This is an optimization exercise on Yosys and OpenROAD, whose aim is small area, not a production implementation.
The RTL was checked by simulation tests, not by an equivalence proof against the original design.
Power figures rest on the tool's default switching activity, not on a simulated workload.

==> flow/design.v (excerpt) <==
module cfpu(
	input										clk,
	input										reset,
	input [(10-1):0]				csr_address,
	input										csr_read,
	output [(32-1):0]				csr_readdata,
	input										csr_write,
	input [(32-1):0]				csr_writedata,
	output										csr_waitrequest,
	input [(10-1):0]		fprint_address,
	input										fprint_write,
	input [(32-1):0]				fprint_writedata,
	output										fprint_waitrequest,
	output										checkpoint_write,
	output [32-1 : 0]				checkpoint_writedata,
	output [27-1 : 0]			checkpoint_address,
	input										checkpoint_waitrequest,
	output										irq
);
integer i;
localparam CS_IDLE = 3'd0, CS_ACC = 3'd1, CS_WAIT = 3'd2, CS_CMPW = 3'd3, CS_ACK = 3'd4;
reg [2:0] cs;
wire exception_sel	= (csr_address == 10'd0);
wire success_sel	= (csr_address == 10'd2);
wire fail_sel		= (csr_address == 10'd3);
wire cat_sel		= (csr_address[5:0] == 6'd4);
wire nmr_sel		= (csr_address == 10'd5);
wire maxcount_sel	= (csr_address == 10'd6);
wire wr_known		= exception_sel | cat_sel | nmr_sel | maxcount_sel;
reg [15:0]	exception_reg;
reg [15:0]	success_reg;
reg [31:0]	fail_reg;
assign irq = exception_reg[6];
wire cmp_status_write;
always @(posedge clk or posedge reset) begin
	if (reset)
		cs <= CS_IDLE;
	else case (cs)
		CS_IDLE:
			if (csr_write) begin
				if (wr_known) cs <= CS_ACC;
			end else if (csr_read)
				cs <= CS_ACC;
			else if (cmp_status_write & ~irq)
				cs <= CS_CMPW;
		CS_ACC:  cs <= CS_WAIT;
		CS_CMPW: cs <= CS_ACK;
		default: cs <= CS_IDLE;
	endcase
end
assign csr_waitrequest = ~(cs == CS_WAIT);
wire csr_status_ack  = (cs == CS_ACK);
wire csr_regs_write  = (cs == CS_ACC) & csr_write & exception_sel;
wire csr_cat_write   = (cs == CS_ACC) & csr_write & cat_sel;
  ...
==> flow/config.mk <==
export PLATFORM = sky130hd
export DESIGN_NAME = cfpu
export DESIGN_NICKNAME = cfpu
export VERILOG_FILES = /design/flow/design.v
export SDC_FILE = /design/flow/constraint.sdc
export NUM_CORES = 4
export LEC_CHECK = 0
export ABC_AREA = 1
export CAP_MARGIN = 20
export CORE_MARGIN = 2
export CORE_UTILIZATION = 50
export CTS_BUF_LIST = sky130_fd_sc_hd__clkbuf_8
export CTS_CLUSTER_DIAMETER = 50
export CTS_CLUSTER_SIZE = 16
export SLEW_MARGIN = 20
==> flow/constraint.sdc <==
create_clock -name core_clock -period 10.0 [get_ports {clk}]
set_input_delay 2.0000 -clock core_clock [delete_from_list [all_inputs] [get_ports {clk}]]
set_output_delay 2.0000 -clock core_clock [all_outputs]
set_load 0.01 [all_outputs]
run.sh (not shown) runs the stock make flow with config.mk's settings and CLKGATE_MAP_FILE= SYNTH_SCRIPT=/design/flow/synth_recipe.tcl, a recipe that flattens the netlist after the stock synthesis.
Next try:
--- a/flow/design.v
+++ b/flow/design.v
@@ -48,36 +48,29 @@
 		default: cs <= CS_IDLE;
 	endcase
 end
 assign csr_waitrequest = ~(cs == CS_WAIT);
 wire csr_status_ack  = (cs == CS_ACK);
 wire csr_regs_write  = (cs == CS_ACC) & csr_write & exception_sel;
 wire csr_cat_write   = (cs == CS_ACC) & csr_write & cat_sel;
 wire csr_nmr_write   = (cs == CS_ACC) & csr_write & nmr_sel;
 wire csr_max_write   = (cs == CS_ACC) & csr_write & maxcount_sel;
 wire cmp_regs_write  = (cs == CS_CMPW);
-reg [31:0] readdata_r;
-assign csr_readdata = readdata_r;
+assign csr_readdata = exception_sel ? {16'd0, exception_reg} :
+					  success_sel   ? {16'd0, success_reg} :
+					  fail_sel      ? fail_reg : 32'd0;
 wire [3:0]	csr_task	= csr_writedata[19:16];
 wire [1:0]	csr_lcore	= csr_writedata[25:24];
 reg [3:0]	tid;			 
 reg			mismatch;
 reg [1:0]	lcid;			 
 always @(posedge clk or posedge reset) begin
-	if (reset)
-		readdata_r <= 0;
-	else if ((cs == CS_ACC) & ~csr_write)
-		readdata_r <= exception_sel ? {16'd0, exception_reg} :
-					  success_sel   ? {16'd0, success_reg} :
-					  fail_sel      ? fail_reg : 32'd0;
-end
-always @(posedge clk or posedge reset) begin
 	if (reset) begin
 		exception_reg <= 0;
 		success_reg <= 0;
 		fail_reg <= 32'hffffffff;
 	end else if (csr_regs_write) begin
 		exception_reg <= csr_writedata[15:0];
 		success_reg <= 0;
 		fail_reg <= 32'hffffffff;
 	end else if (cmp_regs_write) begin
 		exception_reg[6] <= 1'b1;
Die area fell by 1.6%. Sequential power fell by about 4%. Total power fell by 13%. Final area fell by about 2%. Combinational power fell by 31%. Hold slack got worse by 16 ps. Via count fell by 2.2%. Setup slack got worse by 380 ps. Synthesized cell count fell by about 1.8%. Wire length fell by about 2.1%. Synthesized area fell by 1.6%. Non-clock buffer count rose by 1. Sequential share of layout area rose by 0.33 points. Core utilization fell by 0.25 points.

-- separate check: timing with driven ports --
The flow's constraints put no driver on any port. The routed layouts listed below were extracted and timed again, unchanged, in two steps. Step 1, drivers: a clkbuf_16 drives clk and a buf_2 each remaining input, both assumed. Step 2 adds t to the input delays and takes it off the output delays; t is the mean of the earliest and latest rising clock arrival at the registers after step 1. Input paths then give back, and output paths get back, about the clock's delay inside the block. Slacks: ideal ports / drivers / drivers and shift; pairs: ideal ports / drivers.
| run | shift t [ns] | slack for setup (ns) | clock arrival spread, ns | worst slew at a driven data input, ns |
|---|---|---|---|---|
| the first run | 1.129 | 3.181 / 3.181 / 3.181 | 0.058 / 0.058 | 0.21 |
| the second run | 1.118 | 2.798 / 2.773 / 2.773 | 0.063 / 0.062 | 0.11 |
After both steps setup and hold are still met in every run listed. The setup slack of the second run, which loses most, moves by -0.025 ns with the drivers and by -0.025 ns with both steps.
